Context: an optimization exercise on an open-source flow, tuned for small area. The choices shown serve that exercise and are no tape-out recipe. Only simulation tests tie the RTL to the original design; equivalence was not proved. Power is estimated from default activity; no workload was simulated.

[flow/run.sh]
#!/bin/bash
# Own flow: the standard ORFS flow (standard.sh), with these changes:
#  - synthesis: ABC maps the combinational logic with flow/abc_area.script (deep AIG
#    synthesis, then mapping with the delay target relaxed, for area) instead of ORFS's abc_area.script, and without
#    the full/half-adder extraction (ADDER_MAP_FILE empty), so ABC sees adders as logic.
#    The deep synthesis is randomised: it runs with three seeds at once (the main run in
#    standard.sh's folder, two more in side folders) and the smallest netlist is kept.
#    Registers are untouched: Yosys creates and names them before ABC runs.
#  - every port still gets its buffer, but the smallest one (buf_1);
#  - clock tree from clkbuf_8 cells, without dummy loads.
set -euo pipefail
here=$PWD
mk_scripts() {  # mk_scripts DIR SEED
  rm -rf "$1"; cp -r "$FLOW_HOME/scripts" "$1"
  sed "s/@SEED@/$2/" flow/abc_area.script > "$1/abc_area.script"
}
mk_scripts scripts_s1 1
mk_scripts scripts_s2 2
mk_scripts scripts_s3 3
# side synthesis runs: standard.sh's make command with another WORK_HOME
for s in 2 3; do
  mkdir -p side_s$s
  grep '^make ' standard.sh | sed -e "s#WORK_HOME=[^ ]*#WORK_HOME=$here/side_s$s/orfs#" \
    -e 's#"${@:-finish}"#ADDER_MAP_FILE= synth#' > side_s$s/synth.sh
  ( export SCRIPTS_DIR="$here/scripts_s$s"; bash side_s$s/synth.sh > side_s$s/synth_make.log 2>&1 ) &
done
SCRIPTS_DIR="$here/scripts_s1" bash standard.sh ADDER_MAP_FILE= synth > synth_make_s1.log 2>&1
wait
res=orfs/results/sky130hd/Brick_Escape/base
rep=orfs/reports/sky130hd/Brick_Escape/base
area() { grep "Chip area" "$1" | awk '{print $NF}'; }
best=1; best_a=$(area $rep/synth_stat.txt)
for s in 2 3; do
  f=side_s$s/$rep/synth_stat.txt
  if [[ -f side_s$s/$res/1_2_yosys.v && -f $f ]]; then
    a=$(area $f)
    if awk -v a="$a" -v b="$best_a" 'BEGIN{exit !(a < b)}'; then best=$s; best_a=$a; fi
  fi
done
echo "synthesis areas: s1 $(area $rep/synth_stat.txt) s2 $(area side_s2/$rep/synth_stat.txt 2>/dev/null) s3 $(area side_s3/$rep/synth_stat.txt 2>/dev/null); kept s$best" > synth_choice.log
if [[ $best != 1 ]]; then
  cp side_s$best/$res/1_2_yosys.v $res/1_2_yosys.v
  cp side_s$best/$rep/synth_stat.txt $rep/synth_stat.txt
  rm -f $res/1_synth.odb $res/1_synth.v
fi
SCRIPTS_DIR="$here/scripts_s1" bash standard.sh ADDER_MAP_FILE= \
  "BUFFER_PORTS_ARGS=-buffer_cell sky130_fd_sc_hd__buf_1" \
  "CTS_ARGS=-sink_clustering_enable -repair_clock_nets -dont_use_dummy_load -buf_list sky130_fd_sc_hd__clkbuf_8" \
  finish > flow_make.log 2>&1
[flow/abc_area.script]
strash
&get -n
&fraig -x
&put
scorr
dc2
strash
&get -n
&deepsyn -T 240 -S @SEED@
&put
&get -n
&dch
&nf -R 1000
&put
[standard.sh]
#!/bin/bash
# synth_recipe.tcl (not shown) runs the flow's synth.tcl, then flattens the netlist and writes it again
# the make line also repeats each setting of config.mk as NAME=value (left out here)
make -C /OpenROAD-flow-scripts/flow DESIGN_CONFIG=/design/flow/config.mk WORK_HOME=/design/flow/orfs CLKGATE_MAP_FILE= SYNTH_SCRIPT=/design/flow/synth_recipe.tcl "${@:-finish}"
[config.mk]
export PLATFORM = sky130hd
export DESIGN_NAME = Brick_Escape
export DESIGN_NICKNAME = Brick_Escape
export VERILOG_FILES = /design/flow/design.v
export SDC_FILE = /design/flow/constraint.sdc
export NUM_CORES = 4
export LEC_CHECK = 0
export ABC_AREA = 1
export CAP_MARGIN = 40
export CORE_MARGIN = 2
export CORE_UTILIZATION = 60
export SLEW_MARGIN = 20
[constraint.sdc]
create_clock -name core_clock -period 10.0 [get_ports {CLOCK_50}]
set_input_delay 2.0000 -clock core_clock [delete_from_list [all_inputs] [get_ports {CLOCK_50}]]
set_output_delay 2.0000 -clock core_clock [all_outputs]
set_load 0.01 [all_outputs]
[design.v]
module Brick_Escape
	(
		CLOCK_50,
		rst,
		KEY,
		SW,
		HEX0,
		HEX1,
		HEX2,
		HEX3,
		HEX4,
		HEX5,
		HEX6,
		HEX7,
		fb_x,
		fb_y,
		fb_colour
	);
	input			CLOCK_50;
	input			rst;
	input   [9:0]   SW;
	input   [3:0]   KEY;
	output  [7:0]   HEX0;
	output  [7:0]   HEX1;
	output  [7:0]   HEX2;
	output  [7:0]   HEX3;
	output  [7:0]   HEX4;
	output  [7:0]   HEX5;
	output  [7:0]   HEX6;
	output  [7:0]   HEX7;
	output  [6:0]   fb_x;
	output  [6:0]   fb_y;
	output  [2:0]   fb_colour;
	wire clk = CLOCK_50;
	wire resetn = ~SW[0];
	reg [9:0] rcnt;
	reg update;
	always @(posedge clk)
		if (rst) begin rcnt <= 10'd0; update <= 1'b0; end
		else begin rcnt <= rcnt + 1'b1; update <= (rcnt == 10'd1023); end
	reg [6:0] playerx, playery;
	reg collided, wonGame, clear_screen;
	always @(posedge clk)
		if (rst || collided || ~resetn || wonGame) begin
			playerx <= 7'd15;
			playery <= 7'd2;
		end else if (update) begin
			playerx <= playerx + {{6{~KEY[3] & KEY[0]}}, KEY[3] ^ KEY[0]};	 
			playery <= playery + {{6{~KEY[2] & KEY[1]}}, KEY[2] ^ KEY[1]};
		end
	wire [49:0] tri_all;
	EnemyPhase phase(clk, rst, update, resetn, tri_all);
	reg [6:0] enemyIterator;
	reg [6:0] collisionIterator;
	wire [6:0] enemyx, enemyy, collisionx, collisiony;
	EnemyRead rd_draw(enemyIterator, tri_all, enemyx, enemyy);
	EnemyRead rd_coll(collisionIterator, tri_all, collisionx, collisiony);
	wire [6:0] px = playerx, py = playery;
	wire on_path =
			((7'd11 <= px && px <= 7'd21) && (py <= 7'd40)) ||
			((7'd11 <= px && px <= 7'd36) && (7'd40 <= py && py <= 7'd42)) ||
			((7'd26 <= px && px <= 7'd36) && (7'd10 <= py && py <= 7'd42)) ||
			((7'd36 <= px && px <= 7'd43) && (7'd10 <= py && py <= 7'd30)) ||
			((7'd43 <= px && px <= 7'd51) && (7'd10 <= py && py <= 7'd60)) ||
			((7'd11 <= px && px <= 7'd51) && (7'd60 <= py && py <= 7'd70)) ||
			((7'd11 <= px && px <= 7'd21) && (7'd70 <= py && py <= 7'd75)) ||
			((7'd11 <= px && px <= 7'd51) && (7'd75 <= py && py <= 7'd83)) ||
			((7'd41 <= px && px <= 7'd51) && (7'd83 <= py && py <= 7'd88)) ||
			((7'd11 <= px && px <= 7'd51) && (7'd88 <= py && py <= 7'd94)) ||
			((7'd11 <= px && px <= 7'd15) && (7'd95 <= py && py <= 7'd99)) ||
			((7'd11 <= px && px <= 7'd66) && (7'd96 <= py && py <= 7'd99)) ||
			((7'd56 <= px && px <= 7'd66) && (7'd10 <= py && py <= 7'd96)) ||
			((7'd66 <= px && px <= 7'd86) && (7'd10 <= py && py <= 7'd40)) ||
			((7'd76 <= px && px <= 7'd77) && (7'd40 <= py && py <= 7'd100)) ||
			((7'd11 <= px && px <= 7'd77) && (7'd101 <= py && py <= 7'd110)) ||
			((7'd11 <= px && px <= 7'd31) && (7'd110 <= py && py <= 7'd115)) ||
			((7'd11 <= px && px <= 7'd96) && (7'd115 <= py && py <= 7'd120)) ||
			((7'd86 <= px && px <= 7'd96) && (7'd50 <= py && py <= 7'd115)) ||
			((7'd96 <= px) && (7'd50 <= py && py <= 7'd54));
	always @(posedge clk)
		if (rst) begin
			collisionIterator <= 7'd0;
			collided <= 1'b0;
			wonGame <= 1'b0;
			clear_screen <= 1'b0;
		end else begin
			if (collisionIterator[6] & collisionIterator[1])	 
				collisionIterator <= 7'd0;
			else begin
				collisionIterator <= collisionIterator + 1'b1;
				if (px == collisionx && py == collisiony)
					collided <= 1'b1;
				else begin
					collided <= ~on_path;
					clear_screen <= ~on_path;
				end
			end
			wonGame <= (px == 7'd125) && (py > 7'd50) && (py < 7'd55);
		end
	reg [1:0] state;
	reg go_next;
	wire print_path    = (state == 2'd0);
	wire update_player = (state == 2'd1);
	wire update_enemy  = (state == 2'd2);
	wire wait_screen   = (state == 2'd3);
	always @(posedge clk)
		if (rst || ~resetn) state <= 2'd0;
		else if (go_next || wait_screen) state <= state + 1'b1;
	reg [6:0] csx, csy;
	reg cleared;
	reg [6:0] pathx, pathy;
	reg [4:0] pidx;
	reg get_new_path;
	reg [6:0] x, y;
	reg [2:0] colour;
	wire [6:0] begx1, begy, endx, endx1, endy;
	wire [34:0] prom_lo =
		(pidx[3:0] == 4'd0) ? {7'd11, 7'd0, 7'd20, 7'd21, 7'd40} :
		(pidx[3:0] == 4'd1) ? {7'd11, 7'd40, 7'd35, 7'd36, 7'd42} :
		(pidx[3:0] == 4'd2) ? {7'd26, 7'd10, 7'd35, 7'd36, 7'd42} :
		(pidx[3:0] == 4'd3) ? {7'd36, 7'd10, 7'd42, 7'd43, 7'd30} :
		(pidx[3:0] == 4'd4) ? {7'd43, 7'd10, 7'd50, 7'd51, 7'd60} :
		(pidx[3:0] == 4'd5) ? {7'd11, 7'd60, 7'd50, 7'd51, 7'd70} :
		(pidx[3:0] == 4'd6) ? {7'd11, 7'd70, 7'd20, 7'd21, 7'd75} :
		(pidx[3:0] == 4'd7) ? {7'd11, 7'd75, 7'd50, 7'd51, 7'd83} :
		(pidx[3:0] == 4'd8) ? {7'd41, 7'd83, 7'd50, 7'd51, 7'd88} :
		(pidx[3:0] == 4'd9) ? {7'd11, 7'd88, 7'd50, 7'd51, 7'd94} :
		(pidx[3:0] == 4'd10) ? {7'd11, 7'd95, 7'd14, 7'd15, 7'd99} :
		(pidx[3:0] == 4'd11) ? {7'd11, 7'd96, 7'd65, 7'd66, 7'd99} :
		(pidx[3:0] == 4'd12) ? {7'd56, 7'd10, 7'd65, 7'd66, 7'd96} :
		(pidx[3:0] == 4'd13) ? {7'd66, 7'd10, 7'd85, 7'd86, 7'd40} :
		(pidx[3:0] == 4'd14) ? {7'd76, 7'd40, 7'd76, 7'd77, 7'd100} :
		{7'd11, 7'd101, 7'd76, 7'd77, 7'd110};
	wire [34:0] prom_hi =
		(pidx[2:0] == 3'd0) ? {7'd11, 7'd110, 7'd30, 7'd31, 7'd115} :
		(pidx[2:0] == 3'd1) ? {7'd11, 7'd115, 7'd95, 7'd96, 7'd120} :
		(pidx[2:0] == 3'd2) ? {7'd86, 7'd50, 7'd95, 7'd96, 7'd115} :
		(pidx[2:0] == 3'd3) ? {7'd96, 7'd50, 7'd126, 7'd127, 7'd54} :
		{7'd125, 7'd50, 7'd126, 7'd127, 7'd54};
	assign {begx1, begy, endx, endx1, endy} = pidx[4] ? prom_hi : prom_lo;
	wire clr_now = cleared & ~clear_screen;
	wire [6:0] csx1 = csx + 1'b1;
	wire row_end = (pathx == endx1);
	wire path_end = (pathx == endx) && (pathy == endy);
	wire [6:0] pathx1 = pathx + 1'b1;
	wire [6:0] pathy1 = pathy + 1'b1;
	wire [6:0] pathx_n = (get_new_path | row_end) ? begx1 : pathx1;
	wire [6:0] pathy_n = get_new_path ? begy : row_end ? pathy1 : pathy;
	wire draw_step = print_path & clr_now;
	wire clear_step = print_path & ~clr_now;
	wire path_done = draw_step & ~get_new_path & ~row_end & path_end;
	wire last_path = pidx[4] & pidx[2];		 
	wire last_enemy = enemyIterator[6] & enemyIterator[0];	 
	always @(posedge clk) begin
		if (rst) begin
			get_new_path <= 1'b1;
			go_next <= 1'b0;
			x <= 7'd15;
			y <= 7'd2;
			colour <= 3'b011;
			csx <= 7'd0;
			csy <= 7'd0;
			cleared <= 1'b0;
			pidx <= 5'd0;
			enemyIterator <= 7'd0;
		end else if (~resetn) begin
			go_next <= 1'b0;
			x <= 7'd15;
			y <= 7'd2;
			colour <= 3'b011;
		end else begin
			go_next <= update_player | wait_screen | (update_enemy & last_enemy) | (path_done & last_path);
			if (print_path)
				cleared <= clr_now;
			if (clear_step) begin
				x <= csx;
				y <= csy;
				colour <= 3'b000;
				if (&csx[6:1]) begin		 
					csx <= 7'd0;
					csy <= csy + 1'b1;
				end else if (csx == 7'd125 && csy == 7'd126) begin
					csx <= 7'd0;
					csy <= 7'd0;
					cleared <= 1'b1;
				end else
					csx <= csx1;
			end
			if (draw_step) begin
				colour <= last_path ? 3'b011 : 3'b111;
				pathx <= pathx_n;
				pathy <= pathy_n;
				x <= pathx_n;
				y <= pathy_n;
				get_new_path <= path_done;
				if (path_done)
					pidx <= last_path ? 5'd0 : pidx + 1'b1;
			end
			if (update_player) begin
				x <= playerx;
				y <= playery;
				colour <= 3'b011;
			end
			if (update_enemy) begin
				x <= enemyx;
				y <= enemyy;
				colour <= 3'b100;
				enemyIterator <= last_enemy ? 7'd0 : enemyIterator + 1'b1;
			end
		end
	end
	Score score(clk, rst, resetn, collided, wonGame, HEX0, HEX1, HEX2, HEX3, HEX4, HEX5, HEX6, HEX7);
	assign fb_x = x;
	assign fb_y = y;
	assign fb_colour = colour;
endmodule
module Score(clk, rst, resetn, collided, wonGame, HEX0, HEX1, HEX2, HEX3, HEX4, HEX5, HEX6, HEX7);
	input clk, rst, resetn, collided, wonGame;
	output [7:0] HEX0, HEX1, HEX2, HEX3, HEX4, HEX5, HEX6, HEX7;
	reg [9:0] currentScore, bestScore;
	reg [3:0] d1, d2, d3, d4, h1, h2, h3, h4;	 
	reg highScoreExists, resetScore;
	wire clr = ~resetn | resetScore;
	wire c1 = collided & d1[3] & d1[0];		 
	wire c2 = c1 & d2[3] & d2[0];
	wire c3 = c2 & d3[3] & d3[0];
	wire [9:0] cs_n = clr ? 10'd0 : currentScore + {9'd0, collided};
	wire [3:0] d1_n = (clr | c1) ? 4'd0 : d1 + {3'd0, collided};
	wire [3:0] d2_n = (clr | c2) ? 4'd0 : d2 + {3'd0, c1};
	wire [3:0] d3_n = (clr | c3) ? 4'd0 : d3 + {3'd0, c2};
	wire [3:0] d4_n = clr ? 4'd0 : d4 + {3'd0, c3};
	wire take = wonGame && !resetScore && (!highScoreExists || (cs_n < bestScore));
	always @(posedge clk)
		if (rst) begin
			currentScore <= 10'd0;	 
			d1 <= 4'd0; d2 <= 4'd0; d3 <= 4'd0; d4 <= 4'd0;
			h1 <= 4'd0; h2 <= 4'd0; h3 <= 4'd0; h4 <= 4'd0;
			highScoreExists <= 1'b0; resetScore <= 1'b0;
		end else begin
			currentScore <= cs_n;
			d1 <= d1_n; d2 <= d2_n; d3 <= d3_n; d4 <= d4_n;
			resetScore <= take;
			if (take) begin
				h1 <= d1_n; h2 <= d2_n; h3 <= d3_n; h4 <= d4_n;
				bestScore <= cs_n;
				highScoreExists <= 1'b1;
			end
		end
	digit_display hex0(d1, HEX0);
	digit_display hex1(d2, HEX1);
	digit_display hex2(d3, HEX2);
	hex_display hex3(d4, HEX3);
	digit_display hex4(h1, HEX4);
	digit_display hex5(h2, HEX5);
	digit_display hex6(h3, HEX6);
	hex_display hex7(h4, HEX7);
endmodule
module hex_display(IN, OUT);
	input [3:0] IN;
	output [7:0] OUT;
	assign OUT =
		(IN == 4'h0) ? 8'h40 :
		(IN == 4'h1) ? 8'h79 :
		(IN == 4'h2) ? 8'h24 :
		(IN == 4'h3) ? 8'h30 :
		(IN == 4'h4) ? 8'h19 :
		(IN == 4'h5) ? 8'h12 :
		(IN == 4'h6) ? 8'h02 :
		(IN == 4'h7) ? 8'h78 :
		(IN == 4'h8) ? 8'h00 :
		(IN == 4'h9) ? 8'h18 :
		(IN == 4'hA) ? 8'h08 :
		(IN == 4'hB) ? 8'h03 :
		(IN == 4'hC) ? 8'h46 :
		(IN == 4'hD) ? 8'h21 :
		(IN == 4'hE) ? 8'h06 :
		8'h0E;
endmodule
module digit_display(IN, OUT);
	input [3:0] IN;
	output [7:0] OUT;
	wire A = IN[3], B = IN[2], C = IN[1], D = IN[0];
	wire sa = A | C | (B & D) | (~B & ~D);
	wire sb = ~B | (~C & ~D) | (C & D);
	wire sc = B | ~C | D;
	wire sd = (~B & ~D) | (~B & C) | (C & ~D) | (B & ~C & D);	 
	wire se = (~B & ~D) | (C & ~D);
	wire sf = A | (~C & ~D) | (B & ~C) | (B & ~D);
	wire sg = A | (~B & C) | (B & ~C) | (C & ~D);
	assign OUT = {1'b0, ~sg, ~sf, ~se, ~sd, ~sc, ~sb, ~sa};
endmodule
module EnemyPhase(clk, rst, update, resetn, tri_all);
	input clk, rst, update, resetn;
	output [49:0] tri_all;
	reg einit;
	reg [3:0] p16;		 
	reg [3:0] a;		 
	reg [1:0] b;		 
	reg [2:0] e;		 
	reg [2:0] c;		 
	reg d2;				 
	reg [1:0] d3;		 
	wire restart = update & (einit | ~resetn);
	wire step = update & ~einit & resetn;
	wire a9 = a[3] & a[0];		 
	wire c5 = c[2] & c[0];		 
	always @(posedge clk) begin
		if (rst) einit <= 1'b1;
		else if (update) einit <= 1'b0;
		if (rst | restart) begin
			p16 <= 4'd0; a <= 4'd0; b <= 2'd0; e <= 3'd0; c <= 3'd0; d2 <= 1'b0; d3 <= 2'd0;
		end else if (step) begin
			p16 <= p16 + 1'b1;
			a <= a9 ? 4'd0 : a + 1'b1;
			if (a9) begin
				b <= b + 1'b1;
				e <= e[2] ? 3'd0 : e + 1'b1;		 
			end
			c <= c5 ? 3'd0 : c + 1'b1;
			if (c5) begin
				d2 <= ~d2;
				d3 <= d3[1] ? 2'd0 : d3 + 1'b1;		 
			end
		end
	end
	wire [4:0] a5 = {1'b0, a};
	wire [4:0] c5b = {2'b00, c};
	wire a_hi = a[3] | (a[2] & a[1]);		 
	wire c_hi = c[2];						 
	wire [4:0] t2  = {3'b000, p16[1] & ~p16[0], p16[0]};
	wire [4:0] t4  = p16[2] ? 5'd8 - {2'b00, p16[2:0]} : {2'b00, p16[2:0]};
	wire [4:0] t8  = p16[3] ? 5'd16 - {1'b0, p16} : {1'b0, p16};
	wire [4:0] t3  = c_hi ? 5'd6 - c5b : c5b;
	wire [4:0] t6  = d2 ? 5'd6 - c5b : c5b;
	wire [4:0] t9  = d3[1] ? 5'd6 - c5b : ~d3[0] ? c5b : c_hi ? 5'd12 - c5b : 5'd6 + c5b;
	wire [4:0] t5  = a_hi ? 5'd10 - a5 : a5;
	wire [4:0] t10 = b[0] ? 5'd10 - a5 : a5;
	wire [4:0] t20 = b[1] ? (b[0] ? 5'd10 - a5 : 5'd20 - a5) : (b[0] ? 5'd10 + a5 : a5);
	wire [4:0] t25 = e[2] ? 5'd10 - a5 : e[1] ? (e[0] ? 5'd20 - a5 : (a_hi ? 5'd30 - a5 : 5'd20 + a5)) :
	                 (e[0] ? 5'd10 + a5 : a5);
	assign tri_all = {t25, t20, t10, t9, t8, t6, t5, t4, t3, t2};
endmodule
module EnemyRead(idx, tri_all, ex, ey);
	input [6:0] idx;
	input [49:0] tri_all;
	output [6:0] ex, ey;
	wire ax, sg; wire [3:0] g; wire [6:0] base, fix;
	assign {ax, sg, g, base, fix} =
		(idx == 7'd0) ? {1'b1, 1'b0, 4'd7, 7'd11, 7'd5} :
		(idx == 7'd1) ? {1'b1, 1'b1, 4'd7, 7'd106, 7'd15} :
		(idx == 7'd2) ? {1'b1, 1'b0, 4'd7, 7'd11, 7'd10} :
		(idx == 7'd3) ? {1'b1, 1'b1, 4'd7, 7'd106, 7'd20} :
		(idx == 7'd4) ? {1'b1, 1'b0, 4'd7, 7'd11, 7'd30} :
		(idx == 7'd5) ? {1'b1, 1'b1, 4'd7, 7'd106, 7'd35} :
		(idx == 7'd6) ? {1'b1, 1'b0, 4'd7, 7'd41, 7'd85} :
		(idx == 7'd7) ? {1'b1, 1'b0, 4'd9, 7'd11, 7'd41} :
		(idx == 7'd8) ? {1'b0, 1'b0, 4'd0, 7'd40, 7'd23} :
		(idx == 7'd9) ? {1'b0, 1'b0, 4'd8, 7'd10, 7'd38} :
		(idx == 7'd10) ? {1'b1, 1'b0, 4'd5, 7'd43, 7'd31} :
		(idx == 7'd11) ? {1'b1, 1'b1, 4'd5, 7'd76, 7'd41} :
		(idx == 7'd12) ? {1'b1, 1'b0, 4'd5, 7'd43, 7'd51} :
		(idx == 7'd13) ? {1'b1, 1'b1, 4'd5, 7'd76, 7'd59} :
		(idx == 7'd14) ? {1'b0, 1'b0, 4'd7, 7'd60, 7'd40} :
		(idx == 7'd15) ? {1'b0, 1'b1, 4'd7, 7'd57, 7'd35} :
		(idx == 7'd16) ? {1'b0, 1'b0, 4'd7, 7'd60, 7'd30} :
		(idx == 7'd17) ? {1'b0, 1'b1, 4'd7, 7'd57, 7'd25} :
		(idx == 7'd18) ? {1'b0, 1'b0, 4'd7, 7'd60, 7'd15} :
		(idx == 7'd19) ? {1'b1, 1'b0, 4'd7, 7'd11, 7'd72} :
		(idx == 7'd20) ? {1'b0, 1'b0, 4'd5, 7'd75, 7'd30} :
		(idx == 7'd21) ? {1'b0, 1'b1, 4'd5, 7'd44, 7'd38} :
		(idx == 7'd22) ? {1'b0, 1'b0, 4'd4, 7'd88, 7'd35} :
		(idx == 7'd23) ? {1'b0, 1'b0, 4'd4, 7'd88, 7'd19} :
		(idx == 7'd24) ? {1'b0, 1'b1, 4'd1, 7'd28, 7'd20} :
		(idx == 7'd25) ? {1'b0, 1'b0, 4'd1, 7'd96, 7'd23} :
		(idx == 7'd26) ? {1'b0, 1'b1, 4'd1, 7'd28, 7'd26} :
		(idx == 7'd27) ? {1'b0, 1'b0, 4'd1, 7'd96, 7'd29} :
		(idx == 7'd28) ? {1'b0, 1'b1, 4'd1, 7'd28, 7'd32} :
		(idx == 7'd29) ? {1'b0, 1'b0, 4'd1, 7'd96, 7'd35} :
		(idx == 7'd30) ? {1'b0, 1'b1, 4'd1, 7'd28, 7'd38} :
		(idx == 7'd31) ? {1'b0, 1'b0, 4'd1, 7'd96, 7'd41} :
		(idx == 7'd32) ? {1'b0, 1'b1, 4'd1, 7'd28, 7'd44} :
		(idx == 7'd33) ? {1'b0, 1'b0, 4'd1, 7'd96, 7'd47} :
		(idx == 7'd34) ? {1'b1, 1'b0, 4'd7, 7'd56, 7'd88} :
		(idx == 7'd35) ? {1'b1, 1'b1, 4'd7, 7'd61, 7'd80} :
		(idx == 7'd36) ? {1'b1, 1'b0, 4'd7, 7'd56, 7'd70} :
		(idx == 7'd37) ? {1'b1, 1'b1, 4'd7, 7'd61, 7'd65} :
		(idx == 7'd38) ? {1'b1, 1'b0, 4'd7, 7'd56, 7'd55} :
		(idx == 7'd39) ? {1'b1, 1'b1, 4'd7, 7'd61, 7'd50} :
		(idx == 7'd40) ? {1'b0, 1'b1, 4'd2, 7'd87, 7'd76} :
		(idx == 7'd41) ? {1'b1, 1'b0, 4'd4, 7'd73, 7'd40} :
		(idx == 7'd42) ? {1'b0, 1'b0, 4'd6, 7'd101, 7'd76} :
		(idx == 7'd43) ? {1'b0, 1'b1, 4'd6, 7'd17, 7'd65} :
		(idx == 7'd44) ? {1'b0, 1'b1, 4'd6, 7'd17, 7'd60} :
		(idx == 7'd45) ? {1'b0, 1'b1, 4'd6, 7'd17, 7'd55} :
		(idx == 7'd46) ? {1'b0, 1'b1, 4'd6, 7'd17, 7'd50} :
		(idx == 7'd47) ? {1'b0, 1'b0, 4'd6, 7'd101, 7'd45} :
		(idx == 7'd48) ? {1'b0, 1'b0, 4'd6, 7'd101, 7'd40} :
		(idx == 7'd49) ? {1'b0, 1'b0, 4'd6, 7'd101, 7'd35} :
		(idx == 7'd50) ? {1'b0, 1'b0, 4'd6, 7'd101, 7'd30} :
		(idx == 7'd51) ? {1'b0, 1'b1, 4'd6, 7'd17, 7'd25} :
		(idx == 7'd52) ? {1'b0, 1'b0, 4'd6, 7'd101, 7'd20} :
		(idx == 7'd53) ? {1'b0, 1'b1, 4'd6, 7'd17, 7'd15} :
		(idx == 7'd54) ? {1'b0, 1'b0, 4'd6, 7'd101, 7'd11} :
		(idx == 7'd55) ? {1'b1, 1'b0, 4'd8, 7'd11, 7'd112} :
		(idx == 7'd56) ? {1'b0, 1'b0, 4'd3, 7'd115, 7'd35} :
		(idx == 7'd57) ? {1'b0, 1'b0, 4'd3, 7'd115, 7'd40} :
		(idx == 7'd58) ? {1'b0, 1'b1, 4'd3, 7'd7, 7'd45} :
		(idx == 7'd59) ? {1'b0, 1'b1, 4'd3, 7'd7, 7'd50} :
		(idx == 7'd60) ? {1'b0, 1'b0, 4'd3, 7'd115, 7'd55} :
		(idx == 7'd61) ? {1'b0, 1'b0, 4'd3, 7'd115, 7'd60} :
		(idx == 7'd62) ? {1'b0, 1'b1, 4'd3, 7'd7, 7'd65} :
		(idx == 7'd63) ? {1'b0, 1'b1, 4'd3, 7'd7, 7'd70} :
		(idx == 7'd64) ? {1'b0, 1'b0, 4'd3, 7'd115, 7'd75} :
		{1'b0, 1'b0, 4'd3, 7'd115, 7'd80};
	wire [4:0] t = tri_all[g*5 +: 5];
	wire [6:0] mv = (base + {2'b00, t}) ^ {7{sg}};    
	assign ex = ax ? mv : fix;
	assign ey = ax ? fix : mv;
endmodule
==> summary.md, run 1 <==
| Metric | Value |
|---|---|
| Status | no timing/DRC/antenna violations |
| Clk slew on worst S/H paths | 70 ps |
| Sw Pwr | 315 uW |
| Hold wc startpoint | score.highScoreExists |
| Area grow syn2layout | 8.14% |
| Largest stage delay, worst path | 770 ps |
| Buffers on Ports | 79 |
| Comb pwr share | 11.5% |
| CP arrival | 8080 ps |
| Gr usage total | 33.0% |
| Hpwl dp | 26800 um |
| Final instance area | 0.0132 mm^2 |
| Power Total | 1210 uW |
| GPL Wtd Cong | 0.991 |
| Hold Vio Cnt, Final | 0 |
| Most common cell on crit path | nor2_1 |
| RSZ-0062 raised after global routing | no |
| Worst-case clock buffer depth | 2 |
| Async SR Flop Fraction | 0% |
| Sink Count | 170 |
| CP Class | register to register |
| Max-slew headroom at the worst pin | 39.4% |
| Yosys cell types | 66 |
| Antenna-violating nets left | 0 |
| R2r endpoint | x[6] |
| #FFs+latches synth | 170 |
| Max Clock Skew | 35.6 ps |
| Post-Synthesis Cells | 1701 |
| P_leak | 0.00463 uW |
| Avg Cell Area, Syn | 7.17 um^2 |
| Final cycle utilization of the critical path | 77.5% |
| Endpoint type of the worst setup path | register |
| Chip Height | 147 um |
| Wirelength, routed | 36300 um |
| CP Max Fanout | 20 |
| Fin nets | 1835 |
| Die ar. | 0.0215 mm^2 |
| Pre-antenna DRT Iters | 10 |
| Warnings, synthesis | 3 |
| Initial Utilization | 60.7% |
| Pwr Density | 91.5 mW/mm^2 |
| CP max stage cell | dfxtp_1 |
| CTS tree | yes |
| Min-Delay Path Class | register to register |
| Vias post-DR | 13500 |
| Vias in the first global route | 11900 |
| Core area | 0.0201 mm^2 |
| CTS H-tree depth | 4 |
| Max-slew violation count | 0 |
| WHS Path Cells | 2 |
| Clock latency (worst-skew pair) | 470 ps |
| Post-synth EDFFs | 24 |
| Layout fillers | 1818 |
| R2R Path Start | enemyIterator[5] |
| Width of the die | 147 um |
| Seq/Total Area, Yosys | 29.9% |
| Row cnt | 52 |
| Worst Path Required | 10330 ps |
| Sequential share of power | 57.9% |
| Post-CTS sizing | 0 |
| VDD IR-drop max | 0.0000698 V |
| Internal | 892 uW |
| Part of the power in the clock network | 30.6% |
| WL/cell | 17.4 um |
| Maxcap violations | 0 |
| Max Clk Rate | 129 MHz |
| Largest net degree at the start of global routing | 43 |
| R2r worst-path depth | 31 |
| Fin Setup TNS | 0 ps |
| CP Launch Type | register |
| Via density | 6.49 |
| Initial antenna violation count | 0 |
| Hold_buf cts | 0 |
| Sw frac | 26.1% |
| R2r setup slk | 2250 ps |
| Root buffer cell | clkbuf_8 |
| I/O Pins | 97 |
| Number of diodes | 0 |
| Residual DRC | 0 |
| Total grt overflow | 0 |
| Fraction of layout cells with a size suffix above 1 | 2.20% |
| Hold-critical path endpoint | score.highScoreExists |
| Final setup viols | 0 |
| Post-layout min period | 7750 ps |
| Worst slew pin tran | 902 ps |
| Ys flop type | dfxtp_1 |
| First-pass GRT wire length | 59000 um |
| DRT iter0 DRCs | 1507 |
| TritonCTS Buffers | 17 |
| Post-synthesis cell area | 0.0122 mm^2 |
| Post CTS Setup Buffer Count | 0 |
| Cell Area, Placed | 0.0129 mm^2 |
-- worst max-delay path by stage --
stage	slack (ps)	end	startpoint	cells past startpoint
6_report	2250	x[6]	enemyIterator[5]	31
5_1_grt	1600	x[6]	enemyIterator[5]	31
4_1_cts	2420	x[6]	enemyIterator[5]	31
3_5_place_dp	2470	x[6]	enemyIterator[5]	31
3_3_place_gp	2380	x[6]	enemyIterator[5]	31
2_1_floorplan	3550	x[6]	enemyIterator[3]	32
-- cell usage in the layout, fill, tap and decap left out, types with 20 or more instances in the layout --
| cell type | synthesis | layout |
|---|---|---|
| nand2b_1 | 46 | 46 |
| nand2_1 | 207 | 207 |
| o22ai_1 | 25 | 25 |
| dfxtp_1 | 146 | 146 |
| buf_1 | 0 | 78 |
| o21ai_0 | 143 | 142 |
| nor3_1 | 78 | 78 |
| and3_1 | 31 | 31 |
| or2_0 | 20 | 20 |
| nor2_1 | 253 | 253 |
| a31oi_1 | 24 | 24 |
| nor2b_1 | 36 | 36 |
| nand3_1 | 49 | 49 |
| clkinv_1 | 49 | 49 |
| xor2_1 | 23 | 23 |
| and2_0 | 31 | 31 |
| a21oi_1 | 160 | 160 |
| xnor2_1 | 53 | 53 |
| edfxtp_1 | 24 | 24 |
-- layer usage --
layer  part of all wire [%]  track usage (%)  up-vias  routed length, um
met5                      0                0        -                  0
li1                       -                -     6546                  -
met1                     43             45.2     6169              15600
met2                     45             52.7      737              16200
met4                    2.7             10.6        0                976
met3                    9.6             6.53       94               3480
-- power by group through the flow --
stage / combinational (uW) / sequential, uW / clock, uW
floorplan: 91.1 / 720 / 0
global placement: 132 / 714 / 0
CTS: 134 / 699 / 375
finish: 138 / 699 / 369
global route: 151 / 699 / 404
detailed placement: 134 / 714 / 0
-- per-stage QoR --
step | worst slack [ps] | hold WS, ps | cells | util [%]
detailed placement | 2470 | 438 | 2068 | 64.4
finish | 2250 | 444 | 2087 | 65.6
CTS | 2420 | 448 | 2085 | 65.5
global placement | 2380 | 432 | 2065 | 64.3
global route | 1600 | 488 | 2087 | 65.6
floorplan | 3550 | 415 | 1708 | -
-- layout make-up --
class	count	area, um^2	share of cell area, %
flip-flops and latches	170	3640	27.6
multi-input cells	1480	8330	63.1
inverters	49	184	1.39
repair buffers	101	462	3.50
clock buffers	17	234	1.77
well taps	270	338	2.56
-- state kept, by name, indices dropped and copies added (netlist names), 5 cells and up --
register / flops
y: 7
rcnt: 10
collisionIterator: 7
pathx: 7
playery: 7
score.bestScore: 10
enemyIterator: 7
score.currentScore: 10
csx: 7
pidx: 5
playerx: 7
x: 7
pathy: 7
csy: 7
-- worst max-delay path: cells and delay by family, from the launching register on --
kind | cells | cell delay, ps
xor+xnor | 2 | 360
fa+ha+maj | 1 | 380
flops | 1 | 770
simple gates | 15 | 2900
compound gates | 13 | 3230
-- Yosys cell counts (15+ instances only) --
| library cell | instances | area share, % |
|---|---|---|
| a21oi_1 | 160 | 6.6 |
| or3_1 | 15 | 0.77 |
| o31ai_1 | 17 | 1.0 |
| and3_1 | 31 | 1.6 |
| nor3_1 | 78 | 3.2 |
| a221oi_1 | 15 | 1.1 |
| or2_0 | 20 | 1.0 |
| clkinv_1 | 49 | 1.5 |
| nand3_1 | 49 | 2.0 |
| o211ai_1 | 16 | 0.98 |
| mux2i_1 | 17 | 1.4 |
| dfxtp_1 | 146 | 24 |
| xor2_1 | 23 | 1.7 |
| nand2_1 | 207 | 6.4 |
| and2_0 | 31 | 1.6 |
| o21a_1 | 19 | 1.2 |
| a31oi_1 | 24 | 1.2 |
| xnor2_1 | 53 | 3.8 |
| nand2b_1 | 46 | 2.4 |
| o21ai_0 | 143 | 5.9 |
| edfxtp_1 | 24 | 5.9 |
| nor2b_1 | 36 | 1.8 |
| nor2_1 | 253 | 7.8 |
| o22ai_1 | 25 | 1.3 |
-- cells by family (layout without fill, tap and decap cells) --
| group | after synthesis | count (layout) | synth area share [%] |
|---|---|---|---|
| adders and majority gates | 6 | 6 | 0.492 |
| other | 1 | 8 | 0.0307 |
| muxes | 27 | 27 | 2.32 |
| xor gates and xnor gates | 76 | 76 | 5.46 |
| AOI/OAI and AO/OA | 554 | 554 | 28.7 |
| buffers and inverters | 58 | 167 | 2.06 |
| and+or+nand+nor | 809 | 809 | 31.1 |
| DFF | 170 | 170 | 29.9 |
==> run 2: changes to the inputs <==
--- a/flow/run.sh
+++ b/flow/run.sh
@@ -5,4 +5,4 @@
 #    the full/half-adder extraction (ADDER_MAP_FILE empty), so ABC sees adders as logic.
-#    The deep synthesis is randomised: it runs with three seeds at once (the main run in
-#    standard.sh's folder, two more in side folders) and the smallest netlist is kept.
+#    The deep synthesis is randomised: it runs with four seeds at once (the main run in
+#    standard.sh's folder, three more in side folders) and the smallest netlist is kept.
 #    Registers are untouched: Yosys creates and names them before ABC runs.
@@ -19,4 +19,5 @@
 mk_scripts scripts_s3 3
+mk_scripts scripts_s4 4
 # side synthesis runs: standard.sh's make command with another WORK_HOME
-for s in 2 3; do
+for s in 2 3 4; do
   mkdir -p side_s$s
@@ -32,3 +33,3 @@
 best=1; best_a=$(area $rep/synth_stat.txt)
-for s in 2 3; do
+for s in 2 3 4; do
   f=side_s$s/$rep/synth_stat.txt
@@ -39,3 +40,3 @@
 done
-echo "synthesis areas: s1 $(area $rep/synth_stat.txt) s2 $(area side_s2/$rep/synth_stat.txt 2>/dev/null) s3 $(area side_s3/$rep/synth_stat.txt 2>/dev/null); kept s$best" > synth_choice.log
+echo "synthesis areas: s1 $(area $rep/synth_stat.txt) s2 $(area side_s2/$rep/synth_stat.txt 2>/dev/null) s3 $(area side_s3/$rep/synth_stat.txt 2>/dev/null) s4 $(area side_s4/$rep/synth_stat.txt 2>/dev/null); kept s$best" > synth_choice.log
 if [[ $best != 1 ]]; then
==> flow/abc_area.script (replaced) <==
strash
&get -n
&fraig -x
&put
scorr
dc2
strash
&get -n
&deepsyn -T 300 -S @SEED@
&put
&get -n
&dch
&nf -R 1000
&put
--- a/config.mk
+++ b/config.mk
@@ -11,2 +11,3 @@
 export CORE_UTILIZATION = 60
+export GPL_TIMING_DRIVEN = 0
 export SLEW_MARGIN = 20
==> run 2 against run 1 <==
Non-clock buffer count up 7. Cell area up 0.98%. Via count about the same. Largest power group unchanged. Highest routed layer unchanged. Sequential cell count unchanged. Worst hold slack better by 5.5 ps. Critical endpoint is now y[6].
==> summary.md, run 2 <==
| Metric | Value |
|---|---|
| Status | no timing/DRC/antenna violations |
| Synth top area cells | dfxtp_1 24%, nor2_1 7.8%, a21oi_1 6.6% |
| #FFs+latches synth | 170 |
| I/O Pins | 97 |
| CP max stage cell | dfxtp_1 |
| Antenna-violating nets left | 0 |
| Async SR Flop Fraction | 0% |
| Worst-case clock buffer depth | 2 |
| WHS | 450 ps |
| Power Total | 1210 uW |
| Pwr Density | 90.8 mW/mm^2 |
| Yosys cell types | 66 |
| Warnings, synthesis | 3 |
| Row cnt | 52 |
| CTS tree | yes |
| Avg Cell Area, Syn | 7.17 um^2 |
| Max Clk Rate | 119 MHz |
| Sink Count | 170 |
| CP arrival | 8820 ps |
| Fin Setup TNS | 0 ps |
| Buffers on Ports | 79 |
| Post CTS Setup Buffer Count | 0 |
| Post-synth EDFFs | 24 |
| First-pass GRT wire length | 59000 um |
| Wirelength, routed | 36400 um |
| Seq/Total Area, Yosys | 29.9% |
| Hpwl dp | 27000 um |
| Root buffer cell | clkbuf_8 |
| Slack of the critical path | 1560 ps |
| Max Clock Skew | 35.3 ps |
| Ys flop type | dfxtp_1 |
| TritonCTS Buffers | 17 |
| VDD IR-drop max | 0.0000780 V |
| Worst slack at placement | 1910 ps |
| Vias post-DR | 13600 |
| Largest net degree at the start of global routing | 35 |
| Biggest regs | rcnt x10, score.bestScore x10, score.currentScore x10 |
| Die ar. | 0.0215 mm^2 |
| Main combinational cell family by area after synthesis | simple AND/OR/NAND/NOR gates |
| Total grt overflow | 0 |
| Most frequent cells in the layout | 252 x nor2_1, 207 x nand2_1, 160 x a21oi_1 |
| Worst Path Required | 10390 ps |
| Area grow syn2layout | 9.19% |
| Max-slew violation count | 0 |
| Initial Utilization | 60.7% |
| Synth top area share | 24.0% |
| Compound-Gate Fraction of Synth Area | 28.7% |
| Width of the die | 147 um |
| WL/cell | 17.4 um |
| Clock latency (worst-skew pair) | 480 ps |
| Final cycle utilization of the critical path | 84.4% |
| Worst slew pin tran | 881 ps |
| Gr usage total | 32.9% |
| DRT iter0 DRCs | 1283 |
| Post-Synth Adder-Cell Area | 0.492% |
| Initial antenna violation count | 0 |
| Vias in the first global route | 12000 |
| Post-Synth XOR/XNOR Area | 5.46% |
| Maxcap violations | 0 |
| Hold Vio Cnt, Final | 0 |
| Post-Synthesis Cells | 1701 |
| Layout fillers | 1821 |
| Most common cell on crit path | nor2_1 |
| Min-Delay Path Class | register to register |
| Chip Height | 147 um |
| Synth cell count leaders | 253 x nor2_1, 207 x nand2_1, 160 x a21oi_1 |
| Number of diodes | 0 |
| Final setup viols | 0 |
| Fraction of layout cells with a size suffix above 1 | 2.63% |
| Endpoint type of the worst setup path | register |
| Via density | 6.47 |
| Most frequent cell after synthesis | nor2_1 |
| Max-slew headroom at the worst pin | 40.8% |
| Synth area leader | dfxtp_1 |
| Fin nets | 1842 |
| CP Max Fanout | 24 |
| Hold_buf cts | 0 |
| P_leak | 0.00469 uW |
| CP Launch Type | register |
| Post-CTS sizing | 0 |
| Residual DRC | 0 |
| GPL Wtd Cong | 1.02 |
| Core area | 0.0201 mm^2 |
| CTS H-tree depth | 4 |
| Simple-Gate Fraction of Synth Area | 31.1% |
| CP Class | register to register |
| Post-layout min period | 8440 ps |
| Mux cell area share after synthesis | 2.32% |
| Clk slew on worst S/H paths | 70 ps |
| Most common cell after layout, fill and taps aside | nor2_1 |
| RSZ-0062 raised after global routing | no |
| Post-synthesis cell area | 0.0122 mm^2 |
| Pre-antenna DRT Iters | 7 |
| Largest stage delay, worst path | 900 ps |
-- run 2: critical path: cells and delay by family, from the launching register on --
family / cells / cell delay (ps)
compound gates: 14 / 3720
simple gates: 15 / 2960
flops: 1 / 900
xor+xnor: 2 / 400
fa+ha+maj: 1 / 390
-- run 2: routing by layer --
layer | vias up | share of wire (%) | GRT usage, %
met2 | 662 | 46 | 53.7
met4 | 0 | 2.2 | 9.81
met3 | 95 | 8.6 | 6.06
met5 | - | 0 | 0
met1 | 6265 | 43 | 44.5
li1 | 6536 | - | -
-- run 2: area by class of cell --
class | instances | area [um^2] | share of cell area, %
Inverter | 49 | 184 | 1.38
Timing Repair Buffer | 99 | 520 | 3.91
Multi-Input combinational cell | 1480 | 8330 | 62.5
Clock buffer | 17 | 234 | 1.76
Buffer | 9 | 67.6 | 0.507
Tap cell | 270 | 338 | 2.54
Sequential cell | 170 | 3640 | 27.4
-- run 2: worst paths after layout --
| kind | startpoint | endpoint | slack, ps | depth (start not counted) |
|---|---|---|---|---|
| hold / removal | score.highScoreExists | score.highScoreExists | 450 | 2 |
| setup / recovery | enemyIterator[2] | y[6] | 1560 | 32 |
| hold reg to reg | score.highScoreExists | score.highScoreExists | 450 | 2 |
| setup reg to reg | enemyIterator[2] | y[6] | 1560 | 32 |
-- run 2: report_power, final --
group          leakage (uW)  internal (uW)  switching [uW]
clock              0.000122            150             216
combinational       0.00317           50.6            91.0
sequential          0.00139            695            5.61
-- run 2: logic make-up (layout without fill, tap and decap cells) --
group / after synthesis / count (layout)
AO/OA/AOI/OAI: 554 / 554
buffers and inverters: 58 / 174
flip-flops: 170 / 170
AND/OR/NAND/NOR: 809 / 809
XOR/XNOR: 76 / 76
other: 1 / 8
multiplexers: 27 / 27
adder cells (fa/ha/maj): 6 / 6
-- run 2: per-stage QoR --
step           cell area (um^2)  cells  utilization, %
2_1_floorplan             12200   1708               -
3_3_place_gp              12900   2057            63.9
3_5_place_dp              13000   2067            64.5
4_1_cts                   13200   2084            65.7
5_1_grt                   13300   2094            66.2
6_report                  13300   2094            66.2
==> run 3: changes to the inputs <==
--- a/flow/run.sh
+++ b/flow/run.sh
@@ -5,4 +5,4 @@
 #    the full/half-adder extraction (ADDER_MAP_FILE empty), so ABC sees adders as logic.
-#    The deep synthesis is randomised: it runs with four seeds at once (the main run in
-#    standard.sh's folder, three more in side folders) and the smallest netlist is kept.
+#    The deep synthesis is randomised: it runs with seven seeds at once (the main run in
+#    standard.sh's folder, six more in side folders) and the smallest netlist is kept.
 #    Registers are untouched: Yosys creates and names them before ABC runs.
@@ -20,4 +20,7 @@
 mk_scripts scripts_s4 4
+mk_scripts scripts_s5 5
+mk_scripts scripts_s6 6
+mk_scripts scripts_s7 7
 # side synthesis runs: standard.sh's make command with another WORK_HOME
-for s in 2 3 4; do
+for s in 2 3 4 5 6 7; do
   mkdir -p side_s$s
@@ -33,3 +36,3 @@
 best=1; best_a=$(area $rep/synth_stat.txt)
-for s in 2 3 4; do
+for s in 2 3 4 5 6 7; do
   f=side_s$s/$rep/synth_stat.txt
@@ -40,3 +43,5 @@
 done
-echo "synthesis areas: s1 $(area $rep/synth_stat.txt) s2 $(area side_s2/$rep/synth_stat.txt 2>/dev/null) s3 $(area side_s3/$rep/synth_stat.txt 2>/dev/null) s4 $(area side_s4/$rep/synth_stat.txt 2>/dev/null); kept s$best" > synth_choice.log
+{ echo "synthesis areas (kept s$best):"; for s in 1 2 3 4 5 6 7; do
+    if [[ $s == 1 ]]; then f=$rep/synth_stat.txt; else f=side_s$s/$rep/synth_stat.txt; fi
+    echo "  s$s $(area $f 2>/dev/null)"; done; } > synth_choice.log
 if [[ $best != 1 ]]; then
--- a/config.mk
+++ b/config.mk
@@ -11,3 +11,2 @@
 export CORE_UTILIZATION = 60
-export GPL_TIMING_DRIVEN = 0
 export SLEW_MARGIN = 20
==> run 3 against run 2 <==
Still clean on timing, DRC and antenna. Power down 1.5%. Area after synthesis down 0.46%. Combinational power down 25%. Critical path type unchanged. Critical endpoint is now collided. Largest cell class unchanged.
==> summary.md, run 3 <==
| Metric | Value |
|---|---|
| Warnings, synthesis | 3 |
| Via density | 6.49 |
| Yosys cell types | 68 |
| Slack of the critical path | 2150 ps |
| P_leak | 0.00462 uW |
| Post CTS Setup Buffer Count | 0 |
| Number of diodes | 0 |
| Final cycle utilization of the critical path | 78.5% |
| Die ar. | 0.0214 mm^2 |
| CP delay by family, top | compound AO/OA/AOI/OAI gates |
| Wirelength, routed | 36400 um |
| Async SR Flop Fraction | 0% |
| Clk slew on worst S/H paths | 90 ps |
| Post-CTS sizing | 0 |
| Ys flop type | dfxtp_1 |
| Hold_buf cts | 0 |
| Fin nets | 1833 |
| Pwr Density | 90.9 mW/mm^2 |
| Synth cell count leaders | 249 x nor2_1, 204 x nand2_1, 152 x a21oi_1, 152 x o21ai_0, 146 x dfxtp_1 |
| CP Depth | 31 |
| Post-synth EDFFs | 24 |
| Synth area leader | dfxtp_1 |
| Min-Delay Path Class | register to register |
| Sink Count | 170 |
| CP arrival | 8240 ps |
| Buffers on Ports | 79 |
| Area grow syn2layout | 7.81% |
| Final non-filler cell total | 2085 |
| DRT iter0 DRCs | 1254 |
| Pre-antenna DRT Iters | 8 |
| Root buffer cell | clkbuf_8 |
| I/O Pins | 97 |
| Worst Path Required | 10390 ps |
| WHS | 452 ps |
| Seq/Total Area, Yosys | 30.0% |
| Part of the power in the clock network | 31.8% |
| GPL Wtd Cong | 1.01 |
| Sw Pwr | 307 uW |
| Worst-case clock buffer depth | 2 |
| Max-slew violation count | 0 |
| CP max stage cell | dfxtp_1 |
| Worst slack at placement | 2480 ps |
| CTS H-tree depth | 4 |
| Comb pwr share | 8.9% |
| Vias post-DR | 13500 |
| CTS tree | yes |
| Sw frac | 25.8% |
| Hpwl dp | 26800 um |
| Avg Cell Area, Syn | 7.12 um^2 |
| Initial Utilization | 60.6% |
| Max-slew headroom at the worst pin | 38.6% |
| WP buf/inv | 0 |
| Width of the die | 146 um |
| RSZ-0062 raised after global routing | no |
| #FFs+latches synth | 170 |
| Most frequent cells in the layout | 249 x nor2_1, 204 x nand2_1, 152 x o21ai_0, 152 x a21oi_1, 146 x dfxtp_1 |
| Vias in the first global route | 12000 |
| Residual DRC | 0 |
| Core area | 0.0200 mm^2 |
| Worst slew pin tran | 898 ps |
| Status | no timing/DRC/antenna violations |
| Endpoint type of the worst setup path | register |
| Final core utilization | 65.3% |
| Most frequent cell after synthesis | nor2_1 |
| CP Launch Type | register |
| DP Cell Count | 2068 |
| Largest stage delay, worst path | 740 ps |
| CP Max Fanout | 20 |
| WL/cell | 17.5 um |
| Hold Vio Cnt, Final | 0 |
| Post-layout min period | 7850 ps |
| CP Class | register to register |
| Clock latency (worst-skew pair) | 460 ps |
| Maxcap violations | 0 |
| R2r setup slk | 2150 ps |
| Synth top area cells | dfxtp_1 24%, nor2_1 7.7%, nand2_1 6.3% |
| Most common cell after layout, fill and taps aside | nor2_1 |
| VDD IR-drop max | 0.0000718 V |
| Post-synthesis cell area | 0.0121 mm^2 |
| Fin Setup TNS | 0 ps |
| Post-Synthesis Cells | 1706 |
| Gr usage total | 33.3% |
| Antenna-violating nets left | 0 |
| Row cnt | 52 |
| Biggest regs | rcnt x10, score.bestScore x10, score.currentScore x10 |
| Sequential share of power | 59.2% |
| Max Clk Rate | 127 MHz |
| Largest net degree at the start of global routing | 40 |
| Total grt overflow | 0 |
| Final setup viols | 0 |
| R2r worst-path depth | 31 |
| Fraction of layout cells with a size suffix above 1 | 1.98% |
| Internal | 883 uW |
| WHS Path Cells | 2 |
| Synth top area share | 24.1% |
| TritonCTS Buffers | 17 |
| First-pass GRT wire length | 59700 um |
| Initial antenna violation count | 0 |
| Chip Height | 146 um |
| Max Clock Skew | 29.3 ps |
-- run 3: cell families (layout without fill, tap and decap cells) --
| logic type | count (synthesis) | count (layout) | share of synthesized area (%) |
|---|---|---|---|
| xor+xnor | 85 | 85 | 6.13 |
| mux | 12 | 12 | 1.14 |
| flops | 170 | 170 | 30.0 |
| buf+inv | 75 | 177 | 2.60 |
| compound gates | 561 | 561 | 29.1 |
| fa+ha+maj | 3 | 3 | 0.247 |
| other cells | 1 | 8 | 0.0309 |
| simple gates | 799 | 799 | 30.8 |
-- run 3: per-layer routing --
metal / GRT usage [%] / wire length [um]
met3: 5.59 / 3190
met2: 53.7 / 16500
met5: 0 / 0
met1: 45.2 / 15500
met4: 12.3 / 1250
-- run 3: power by group through the flow --
| stage | combinational [uW] | clock [uW] | sequential, uW |
|---|---|---|---|
| 5_1_grt | 117 | 408 | 706 |
| 2_1_floorplan | 74.1 | 0 | 720 |
| 3_5_place_dp | 104 | 0 | 720 |
| 4_1_cts | 104 | 386 | 704 |
| 6_report | 106 | 379 | 705 |
| 3_3_place_gp | 102 | 0 | 720 |
-- run 3: area by class of cell --
cell class	count	area, um^2
Multi-Input combinational cell	1468	8220
Timing Repair Buffer	94	405
Fill cell	1866	6950
Inverter	66	248
Sequential cell	170	3640
Clock buffer	17	234
Tap cell	270	338
-- run 3: final timing paths --
path,to,startpoint
max,collided,collisionIterator[1]
min,update,rcnt[9]
max reg2reg,collided,collisionIterator[1]
min reg2reg,update,rcnt[9]
-- run 3: worst register-to-register path: cells and delay by family (launching register included) --
family,cells,cell delay (ps)
AOI/OAI and AO/OA,12,2960
and+or+nand+nor,14,2580
DFF,1,740
muxes,2,630
xor gates and xnor gates,2,430
adders and majority gates,1,420
-- run 3: per-stage QoR --
stage / instance area [um^2] / total power (uW)
6_report: 13100 / 1190
5_1_grt: 13100 / 1230
4_1_cts: 13100 / 1190
3_5_place_dp: 12900 / 824
3_3_place_gp: 12800 / 822
2_1_floorplan: 12200 / 794

[afterwards: timing with drivers on the ports]
How much do the figures lean on ideal ports? The routed layouts below were timed once more, with nothing changed but the port constraints.
Step 1: set_driving_cell puts a clkbuf_16 on CLOCK_50 and a buf_2 on each other input, an assumption about the parent block.
Step 2 moves the port delays by t, midway between the first and last clock arrival at a register: inputs arrive t later, outputs are due t later. That takes back most of the time a late clock gives input paths.
Slacks: ideal ports / drivers / drivers and shift; pairs: ideal ports / drivers.
| run | t (ns) | slack for setup (ns) | worst slew at a driven data input, ns |
|---|---|---|---|
| run 1 | 0.496 | 2.251 / 2.251 / 2.251 | 0.03 |
| run 2 | 0.502 | 1.564 / 1.564 / 1.564 | 0.03 |
| run 3 | 0.493 | 2.145 / 2.145 / 2.145 | 0.03 |
After both steps setup and hold are still met in every run listed.
